This is an optimization exercise on Yosys and OpenROAD, whose aim is small area, a short achievable clock period and few clock cycles per item, not a production implementation. At most, simulation tests tie the RTL to the original design; equivalence was not proved. Power and IR drop assume default switching activity.

==> branch pepper: inputs <==
// DelayAndSum
module DelayAndSum (
        ap_clk,
        ap_rst_n,
        in1_real_TVALID,
        in1_imag_TVALID,
        in2_real_TVALID,
        in2_imag_TVALID,
        in3_real_TVALID,
        in3_imag_TVALID,
        in4_real_TVALID,
        in4_imag_TVALID,
        out_real_TREADY,
        out_imag_TREADY,
        in1_real_TDATA,
        in1_real_TREADY,
        in1_imag_TDATA,
        in1_imag_TREADY,
        in2_real_TDATA,
        in2_real_TREADY,
        in2_imag_TDATA,
        in2_imag_TREADY,
        in3_real_TDATA,
        in3_real_TREADY,
        in3_imag_TDATA,
        in3_imag_TREADY,
        in4_real_TDATA,
        in4_real_TREADY,
        in4_imag_TDATA,
        in4_imag_TREADY,
        out_real_TDATA,
        out_real_TVALID,
        out_real_TLAST,
        out_imag_TDATA,
        out_imag_TVALID,
        out_imag_TLAST,
        s_axi_control_AWVALID,
        s_axi_control_AWREADY,
        s_axi_control_AWADDR,
        s_axi_control_WVALID,
        s_axi_control_WREADY,
        s_axi_control_WDATA,
        s_axi_control_WSTRB,
        s_axi_control_ARVALID,
        s_axi_control_ARREADY,
        s_axi_control_ARADDR,
        s_axi_control_RVALID,
        s_axi_control_RREADY,
        s_axi_control_RDATA,
        s_axi_control_RRESP,
        s_axi_control_BVALID,
        s_axi_control_BREADY,
        s_axi_control_BRESP,
        interrupt
);
export LEC_CHECK = 0
export CAP_MARGIN = 20
export CORE_MARGIN = 2
export CORE_UTILIZATION = 30
export PLACE_DENSITY = 0.4
export SLEW_MARGIN = 20
export SYNTH_HIERARCHICAL = 1
create_clock -name core_clock -period 14.0 [get_ports {ap_clk}]
standard.sh (not shown) runs the stock make flow with config.mk's settings and CLKGATE_MAP_FILE= SYNTH_SCRIPT=/design/flow/synth_recipe.tcl, a recipe that flattens the netlist after the stock synthesis.
==> flow/flow/run.sh <==
#!/bin/bash
set -uo pipefail
MARGIN=${MARGIN:-9.6}
bash standard.sh SETUP_SLACK_MARGIN=$MARGIN finish > standard_flow.log 2>&1
status=$?
exit $status
==> branch willow (differences from branch pepper) <==
--- a/flow/design.v
+++ b/flow/design.v
@@ -11664,14 +11664,16 @@
 wire       qc = (kq == 2'd1) | (kq == 2'd2);      
 wire       qs = kq[1];                            
 wire [18:0] oc = (X[20:2] ^ {19{qc}}) + {18'd0, qc & (X[1:0] == 2'd0)};
 wire [14:0] cw = (X[17:3] ^ {15{qc}}) + {14'd0, qc & (X[2:0] == 3'd0)};
 wire [14:0] sw = (Y[17:3] ^ {15{qs ^ ~sg}}) + {14'd0, (qs & (Y[2:0] == 3'd0)) ^ ~sg};
 wire cfree = (cst == C_IDLE) | ((cst == C_FIX) & cmode);
-wire hand  = (mst == M_WH) & trv & cfree & ~phreq_d;
+wire hand  = rr_full & trv & cfree & ~phreq_d;
 wire phgo  = phreq_d;         
+wire oc_fix = (cst == C_FIX) & ~cmode & ~phreq & ~phreq_d;    
+wire [18:0] oc_a = ocv ? oc_r : oc;
 assign wr = (cst == C_FIX) & cmode;
 assign wk = ck;
 assign w  = {sw, cw};
 reg [31:0] xsel;
 always @(*) begin
     case (mk)
@@ -11679,24 +11681,28 @@
         2'd1: xsel = x2;
         2'd2: xsel = x3;
         default: xsel = x0;
     endcase
 end
 reg [17:0] t_abs1;
-reg        trv1;
+reg        rr_full;
+reg  [1:0] rk;                
+wire       rr_cap = (mst == M_WH) & ~rr_full;
 always @(posedge clk) begin
-    trv1 <= 1'b0; trv <= 1'b0;
-    if (mst == M_WH) begin
+    if (rr_cap) begin
         t_abs1 <= t_abs0;
         t_pos  <= t_pos0;
-        trv1   <= ~hand;
-        t_abs  <= t_abs1[14:0];
-        t_k    <= {2'b0, t_abs1 >= 18'd25736} + {2'b0, t_abs1 >= 18'd51472} + {2'b0, t_abs1 >= 18'd77208}
-                + {2'b0, t_abs1 >= 18'd102944} + {2'b0, t_abs1 >= 18'd128680};
-        trv    <= trv1 & ~hand;
+        rk     <= mk;
     end
+    t_abs  <= t_abs1[14:0];
+    t_k    <= {2'b0, t_abs1 >= 18'd25736} + {2'b0, t_abs1 >= 18'd51472} + {2'b0, t_abs1 >= 18'd77208}
+            + {2'b0, t_abs1 >= 18'd102944} + {2'b0, t_abs1 >= 18'd128680};
+    trv    <= rr_full;
+    if (rst) rr_full <= 1'b0;
+    else if (rr_cap) rr_full <= 1'b1;
+    else if (hand) rr_full <= 1'b0;
 end
 always @(posedge clk) begin
     if (rst) begin
         mst <= M_IDLE; cst <= C_IDLE; ocv <= 1'b0; fcv <= 1'b0; aseq <= 1'b0; ready <= 1'b0; ndone <= 3'd0;
         phreq <= 1'b1; phreq_d <= 1'b0; fcreq <= 1'b1;
     end else begin
@@ -11713,17 +11719,17 @@
                     end else if (mst == M_A) begin
                         mc <= {msum[48:2], msum[1:0], d[31:14]};
                         acc <= 70'd0; d <= x0; {b_one, b_two, b_neg} <= booth_dig({x0[1:0], 1'b0}); mcnt <= 5'd15; mst <= M_P; mk <= 2'd0;
                     end else mst <= M_WH;
                 end
             end
-            M_IDLE: if (started & ocv & fcv & ~aseq & ~fcreq) begin
+            M_IDLE: if (started & (ocv | oc_fix) & fcv & ~aseq & ~fcreq) begin
                 aseq <= 1'b1;
-                acc <= 70'd0; d <= {{13{oc_r[18]}}, oc_r}; {b_one, b_two, b_neg} <= booth_dig({oc_r[1:0], 1'b0}); mcnt <= 5'd9; mst <= M_A;
+                acc <= 70'd0; d <= {{13{oc_a[18]}}, oc_a}; {b_one, b_two, b_neg} <= booth_dig({oc_a[1:0], 1'b0}); mcnt <= 5'd9; mst <= M_A;
             end
-            M_WH: if (hand) begin
+            M_WH: if (rr_cap) begin
                 if (mk == 2'd3) mst <= M_IDLE;
                 else begin
                     acc <= 70'd0; d <= xsel; {b_one, b_two, b_neg} <= booth_dig({xsel[1:0], 1'b0}); mcnt <= 5'd15; mst <= M_P; mk <= mk + 2'd1;
                 end
             end
             default: ;
@@ -11744,13 +11750,13 @@
                     if (ndone == 3'd3) ready <= 1'b1;
                 end
             end
             default: ;
         endcase
         if (hand) begin
-            cmode <= 1'b1; kq <= t_k[1:0]; sg <= t_pos; ck <= mk; cst <= C_IT;
+            cmode <= 1'b1; kq <= t_k[1:0]; sg <= t_pos; ck <= rk; cst <= C_IT;
         end
         phreq_d <= phreq;
         phreq <= 1'b0;
         if (phgo) begin
             cmode <= 1'b0; kq <= p_k; sg <= 1'b1; cst <= C_IT;
         end
CORE_UTILIZATION = 40   (was 30)
PLACE_DENSITY = 0.45   (was 0.4)
==> results.cfg <==
[global_routing]
grt_pass1_wl_mm = 1080
gr-usage-met3_pct = 17.4

[critical_path]
critPathMaxStageDelay_ns = 0.64
crit_end = dp.r2052
cp.depth = 9

[layout]
multi_input_area_share_pct = 65.9
numSequentialCells = 1465
area_share_nonclk_buffers_pct = 4.68
nNetsFinal = 16443
multi_input_gates = 11158

[run_status]
status = no timing/DRC/antenna violations

[sta]
finalWorstSetupSlack_ns = 9.52

[clock_network]
clkLatencyLatePin_ns = 0.98
# the run above: branch willow

==> results.cfg <==
[run_status]
status = no timing/DRC/antenna violations

[critical_path]
cpLargestDelayFamily = adder cells
crit_end = dp.r1999
critPathMaxStageDelay_ns = 0.67
cp.depth = 8

[floorplanning]
die_h_um = 711

[route]
vias_per_cell = 6.02

[clock_network]
post_cts_buffers = 67
clkLatencyLatePin_ns = 0.99

[sta]
finalWorstSetupSlack_ns = 9.54
whs_ns = 0.346

[layout]
multi_input_gates = 11112
multi_input_area_share_pct = 64.7
nNetsFinal = 16428
final_util_pct = 34.0
numSequentialCells = 1463

[place]
port_buffers = 271
# the run above: branch pepper

Testbench counts of branch pepper, summed over its fixed seeds: cycles 9,316, items 8,192.
Testbench counts of branch willow, summed over its fixed seeds: cycles 9,284, items 8,192.

========
==> inputs of run a <==
DelayAndSum, a different RTL version from the one above (not shown whole).
## DelayAndSum
module DelayAndSum (
        ap_clk,
        ap_rst_n,
        in1_real_TVALID,
        in1_imag_TVALID,
        in2_real_TVALID,
        in2_imag_TVALID,
        in3_real_TVALID,
        in3_imag_TVALID,
        in4_real_TVALID,
        in4_imag_TVALID,
        out_real_TREADY,
        out_imag_TREADY,
        in1_real_TDATA,
        in1_real_TREADY,
        in1_imag_TDATA,
        in1_imag_TREADY,
        in2_real_TDATA,
        in2_real_TREADY,
        in2_imag_TDATA,
        in2_imag_TREADY,
        in3_real_TDATA,
        in3_real_TREADY,
        in3_imag_TDATA,
        in3_imag_TREADY,
        in4_real_TDATA,
        in4_real_TREADY,
        in4_imag_TDATA,
        in4_imag_TREADY,
        out_real_TDATA,
        out_real_TVALID,
        out_real_TLAST,
        out_imag_TDATA,
        out_imag_TVALID,
        out_imag_TLAST,
        s_axi_control_AWVALID,
        s_axi_control_AWREADY,
        s_axi_control_AWADDR,
        s_axi_control_WVALID,
        s_axi_control_WREADY,
        s_axi_control_WDATA,
        s_axi_control_WSTRB,
        s_axi_control_ARVALID,
        s_axi_control_ARREADY,
        s_axi_control_ARADDR,
        s_axi_control_RVALID,
        s_axi_control_RREADY,
        s_axi_control_RDATA,
        s_axi_control_RRESP,
        s_axi_control_BVALID,
        s_axi_control_BREADY,
        s_axi_control_BRESP,
        interrupt
);
input   ap_clk;
  ...
Settings: LEC_CHECK=0, CAP_MARGIN=20, CORE_MARGIN=2, CORE_UTILIZATION=30, PLACE_DENSITY=0.4, SLEW_MARGIN=20, SYNTH_HIERARCHICAL=1; clock period 14.0 ns.
Scripts as last shown in full above: flow/flow/run.sh
==> inputs of run b, as changes to run a <==
--- a/flow/design.v
+++ b/flow/design.v
@@ -11616,30 +11616,20 @@
         default: at = 22'd0;
     endcase
 end
 wire zneg = Z[21];
 reg [3:0] slo;
 reg [4:0] shi;
-reg signed [21:0] xq, yq, xs, ys;
-integer sj, sl;
-always @(*) begin
-    for (sj = 0; sj < 22; sj = sj + 1) begin
-        xq[sj] = 1'b0; yq[sj] = 1'b0;
-        for (sl = 0; sl < 4; sl = sl + 1) begin
-            xq[sj] = xq[sj] | (slo[sl] & X[(sj + sl > 21) ? 21 : sj + sl]);
-            yq[sj] = yq[sj] | (slo[sl] & Y[(sj + sl > 21) ? 21 : sj + sl]);
-        end
-    end
-    for (sj = 0; sj < 22; sj = sj + 1) begin
-        xs[sj] = 1'b0; ys[sj] = 1'b0;
-        for (sl = 0; sl < 5; sl = sl + 1) begin
-            xs[sj] = xs[sj] | (shi[sl] & xq[(sj + 4*sl > 21) ? 21 : sj + 4*sl]);
-            ys[sj] = ys[sj] | (shi[sl] & yq[(sj + 4*sl > 21) ? 21 : sj + 4*sl]);
-        end
-    end
-end
+wire signed [21:0] xq, yq, xs, ys;
+genvar gj;
+generate for (gj = 0; gj < 22; gj = gj + 1) begin : g_shift
+    DelayAndSum_ao4 uxq (.s(slo), .d({X[(gj+3 > 21) ? 21 : gj+3], X[(gj+2 > 21) ? 21 : gj+2], X[(gj+1 > 21) ? 21 : gj+1], X[gj]}), .y(xq[gj]));
+    DelayAndSum_ao4 uyq (.s(slo), .d({Y[(gj+3 > 21) ? 21 : gj+3], Y[(gj+2 > 21) ? 21 : gj+2], Y[(gj+1 > 21) ? 21 : gj+1], Y[gj]}), .y(yq[gj]));
+    DelayAndSum_ao5 uxs (.s(shi), .d({xq[(gj+16 > 21) ? 21 : gj+16], xq[(gj+12 > 21) ? 21 : gj+12], xq[(gj+8 > 21) ? 21 : gj+8], xq[(gj+4 > 21) ? 21 : gj+4], xq[gj]}), .y(xs[gj]));
+    DelayAndSum_ao5 uys (.s(shi), .d({yq[(gj+16 > 21) ? 21 : gj+16], yq[(gj+12 > 21) ? 21 : gj+12], yq[(gj+8 > 21) ? 21 : gj+8], yq[(gj+4 > 21) ? 21 : gj+4], yq[gj]}), .y(ys[gj]));
+end endgenerate
 wire clast = cmode ? (it == 5'd16) : (it == 5'd19);
 wire signed [19:0] phs = phi;
 wire        p_pos0 = phs > 0;
 wire [19:0] p_abs0 = p_pos0 ? phi : (20'd0 - phi);
 reg  [17:0] p_abs;            
 reg  [1:0]  p_k;
@@ -11674,14 +11664,16 @@
 wire       qc = (kq == 2'd1) | (kq == 2'd2);      
 wire       qs = kq[1];                            
 wire [18:0] oc = (X[20:2] ^ {19{qc}}) + {18'd0, qc & (X[1:0] == 2'd0)};
 wire [14:0] cw = (X[17:3] ^ {15{qc}}) + {14'd0, qc & (X[2:0] == 3'd0)};
 wire [14:0] sw = (Y[17:3] ^ {15{qs ^ ~sg}}) + {14'd0, (qs & (Y[2:0] == 3'd0)) ^ ~sg};
 wire cfree = (cst == C_IDLE) | ((cst == C_FIX) & cmode);
-wire hand  = (mst == M_WH) & trv & cfree & ~phreq_d;
+wire hand  = rr_full & trv & cfree & ~phreq_d;
 wire phgo  = phreq_d;         
+wire oc_fix = (cst == C_FIX) & ~cmode & ~phreq & ~phreq_d;    
+wire [18:0] oc_a = ocv ? oc_r : oc;
 assign wr = (cst == C_FIX) & cmode;
 assign wk = ck;
 assign w  = {sw, cw};
 reg [31:0] xsel;
 always @(*) begin
     case (mk)
@@ -11689,24 +11681,28 @@
         2'd1: xsel = x2;
         2'd2: xsel = x3;
         default: xsel = x0;
     endcase
 end
 reg [17:0] t_abs1;
-reg        trv1;
+reg        rr_full;
+reg  [1:0] rk;                
+wire       rr_cap = (mst == M_WH) & ~rr_full;
 always @(posedge clk) begin
-    trv1 <= 1'b0; trv <= 1'b0;
-    if (mst == M_WH) begin
+    if (rr_cap) begin
         t_abs1 <= t_abs0;
         t_pos  <= t_pos0;
-        trv1   <= ~hand;
-        t_abs  <= t_abs1[14:0];
-        t_k    <= {2'b0, t_abs1 >= 18'd25736} + {2'b0, t_abs1 >= 18'd51472} + {2'b0, t_abs1 >= 18'd77208}
-                + {2'b0, t_abs1 >= 18'd102944} + {2'b0, t_abs1 >= 18'd128680};
-        trv    <= trv1 & ~hand;
+        rk     <= mk;
     end
+    t_abs  <= t_abs1[14:0];
+    t_k    <= {2'b0, t_abs1 >= 18'd25736} + {2'b0, t_abs1 >= 18'd51472} + {2'b0, t_abs1 >= 18'd77208}
+            + {2'b0, t_abs1 >= 18'd102944} + {2'b0, t_abs1 >= 18'd128680};
+    trv    <= rr_full;
+    if (rst) rr_full <= 1'b0;
+    else if (rr_cap) rr_full <= 1'b1;
+    else if (hand) rr_full <= 1'b0;
 end
 always @(posedge clk) begin
     if (rst) begin
         mst <= M_IDLE; cst <= C_IDLE; ocv <= 1'b0; fcv <= 1'b0; aseq <= 1'b0; ready <= 1'b0; ndone <= 3'd0;
         phreq <= 1'b1; phreq_d <= 1'b0; fcreq <= 1'b1;
     end else begin
@@ -11723,17 +11719,17 @@
                     end else if (mst == M_A) begin
                         mc <= {msum[48:2], msum[1:0], d[31:14]};
                         acc <= 70'd0; d <= x0; {b_one, b_two, b_neg} <= booth_dig({x0[1:0], 1'b0}); mcnt <= 5'd15; mst <= M_P; mk <= 2'd0;
                     end else mst <= M_WH;
                 end
             end
-            M_IDLE: if (started & ocv & fcv & ~aseq & ~fcreq) begin
+            M_IDLE: if (started & (ocv | oc_fix) & fcv & ~aseq & ~fcreq) begin
                 aseq <= 1'b1;
-                acc <= 70'd0; d <= {{13{oc_r[18]}}, oc_r}; {b_one, b_two, b_neg} <= booth_dig({oc_r[1:0], 1'b0}); mcnt <= 5'd9; mst <= M_A;
+                acc <= 70'd0; d <= {{13{oc_a[18]}}, oc_a}; {b_one, b_two, b_neg} <= booth_dig({oc_a[1:0], 1'b0}); mcnt <= 5'd9; mst <= M_A;
             end
-            M_WH: if (hand) begin
+            M_WH: if (rr_cap) begin
                 if (mk == 2'd3) mst <= M_IDLE;
                 else begin
                     acc <= 70'd0; d <= xsel; {b_one, b_two, b_neg} <= booth_dig({xsel[1:0], 1'b0}); mcnt <= 5'd15; mst <= M_P; mk <= mk + 2'd1;
                 end
             end
             default: ;
@@ -11754,30 +11750,65 @@
                     if (ndone == 3'd3) ready <= 1'b1;
                 end
             end
             default: ;
         endcase
         if (hand) begin
-            cmode <= 1'b1; kq <= t_k[1:0]; sg <= t_pos; ck <= mk; cst <= C_IT;
+            cmode <= 1'b1; kq <= t_k[1:0]; sg <= t_pos; ck <= rk; cst <= C_IT;
         end
         phreq_d <= phreq;
         phreq <= 1'b0;
         if (phgo) begin
             cmode <= 1'b0; kq <= p_k; sg <= 1'b1; cst <= C_IT;
         end
         if (wr_phi) begin phreq <= 1'b1; phreq_d <= 1'b0; ocv <= 1'b0; end
     end
 end
+wire [21:0] xn, yn, zn;
+DelayAndSum_add22 axn (.a(X), .b(ys ^ {22{~zneg}}), .ci(~zneg), .s(xn));
+DelayAndSum_add22 ayn (.a(Y), .b(xs ^ {22{zneg}}), .ci(zneg), .s(yn));
+DelayAndSum_add22 azn (.a(Z), .b(at ^ {22{~zneg}}), .ci(~zneg), .s(zn));
 always @(posedge clk) begin
     if (hand) begin
         X <= 22'sd79593; Y <= 22'sd0; Z <= t_z; it <= 5'd0; slo <= 4'b0001; shi <= 5'b00001;
     end else if (phgo) begin
         X <= 22'sd318375; Y <= 22'sd0; Z <= p_z; it <= 5'd0; slo <= 4'b0001; shi <= 5'b00001;
     end else begin
-        if (zneg) begin X <= X + ys; Y <= Y - xs; Z <= Z + $signed(at); end
-        else      begin X <= X - ys; Y <= Y + xs; Z <= Z - $signed(at); end
+        X <= xn; Y <= yn; Z <= zn;
         it <= it + 5'd1;
         slo <= {slo[2:0], slo[3]};
         if (slo[3]) shi <= {shi[3:0], shi[4]};
     end
 end
 endmodule
+module DelayAndSum_ao4 (input [3:0] s, input [3:0] d, output y);
+    assign y = (s[0] & d[0]) | (s[1] & d[1]) | (s[2] & d[2]) | (s[3] & d[3]);
+endmodule
+module DelayAndSum_ao5 (input [4:0] s, input [4:0] d, output y);
+    assign y = (s[0] & d[0]) | (s[1] & d[1]) | (s[2] & d[2]) | (s[3] & d[3]) | (s[4] & d[4]);
+endmodule
+module DelayAndSum_add22 (input [21:0] a, input [21:0] b, input ci, output [21:0] s);
+    wire [21:0] p0 = a ^ b;
+    wire [21:0] g0 = (a & b) | {21'd0, p0[0] & ci};    
+    wire [21:0] g1, p1, g2, p2, g3, p3, g4, p4, g5;
+    genvar i;
+    generate for (i = 0; i < 22; i = i + 1) begin : lv
+        if (i >= 1)  begin : a1 DelayAndSum_pg c (.gh(g0[i]), .ph(p0[i]), .gl(g0[i-1]),  .pl(p0[i-1]),  .g(g1[i]), .p(p1[i])); end
+        else         begin : b1 assign g1[i] = g0[i]; assign p1[i] = p0[i]; end
+        if (i >= 2)  begin : a2 DelayAndSum_pg c (.gh(g1[i]), .ph(p1[i]), .gl(g1[i-2]),  .pl(p1[i-2]),  .g(g2[i]), .p(p2[i])); end
+        else         begin : b2 assign g2[i] = g1[i]; assign p2[i] = p1[i]; end
+        if (i >= 4)  begin : a3 DelayAndSum_pg c (.gh(g2[i]), .ph(p2[i]), .gl(g2[i-4]),  .pl(p2[i-4]),  .g(g3[i]), .p(p3[i])); end
+        else         begin : b3 assign g3[i] = g2[i]; assign p3[i] = p2[i]; end
+        if (i >= 8)  begin : a4 DelayAndSum_pg c (.gh(g3[i]), .ph(p3[i]), .gl(g3[i-8]),  .pl(p3[i-8]),  .g(g4[i]), .p(p4[i])); end
+        else         begin : b4 assign g4[i] = g3[i]; assign p4[i] = p3[i]; end
+        if (i >= 16) begin : a5 DelayAndSum_g  c (.gh(g4[i]), .ph(p4[i]), .gl(g4[i-16]), .g(g5[i])); end
+        else         begin : b5 assign g5[i] = g4[i]; end
+    end endgenerate
+    assign s = p0 ^ {g5[20:0], ci};
+endmodule
+module DelayAndSum_pg (input gh, input ph, input gl, input pl, output g, output p);
+    assign g = gh | (ph & gl);
+    assign p = ph & pl;
+endmodule
+module DelayAndSum_g (input gh, input ph, input gl, output g);
+    assign g = gh | (ph & gl);
+endmodule
CTS_CLUSTER_DIAMETER = 150   (was unset)
CTS_CLUSTER_SIZE = 16   (was unset)
==> notes <==
Of run a and run b, run a has the higher power (gap 5.1%, measured against run b).
In run b the die area is higher than in run a, by 0.31%.
Via count: run a is higher than run b (about 0.36%).
In run a the maximum frequency is smaller than in run b, by about 3.4%.
Of run b and run a, run a has the higher clock-buffer cell count (gap 82).
Utilization: run a is higher than run b (1.1 points).
Against run b, the area after synthesis of run a is smaller by about 0.3%.
Against run a, the worst setup slack of run b is higher by 0.16 ns.
Testbench counts of run b, summed over its fixed seeds: cycles 9,284, items 8,192.
The RTL of run a was laid out without a check of its function.

==> port drivers added, routing unchanged <==
No port has a modelled driver above. Below, the same layouts with a new extraction and two added sets of constraints. Step 1 (the two cells are an assumption about what drives the block):
set clk [get_ports {ap_clk}]
set_driving_cell -lib_cell sky130_fd_sc_hd__clkbuf_16 $clk
set_driving_cell -lib_cell sky130_fd_sc_hd__buf_2 [delete_from_list [all_inputs] $clk]
Step 2 also shifts input and output timing later by t, the mid clock arrival at the registers, as if the neighbouring blocks saw the same clock. a / b / c = no drivers / after step 1 / after step 2; a / b = the first two.
run	t (ns)	setup WS [ns]	clock arrival spread, ns
branch pepper	1.056	9.539 / 9.521 / 8.541	0.130 / 0.130
branch willow	1.044	9.515 / 9.496 / 8.760	0.112 / 0.112
run a	1.083	9.364 / 9.364 / 8.596	0.104 / 0.104
run b	1.053	9.520 / 9.514 / 8.679	0.149 / 0.148
After both steps every run listed still meets setup and hold. For branch pepper, which loses most, drivers alone change the setup slack by -0.018 ns; drivers and shift together by -0.998 ns.
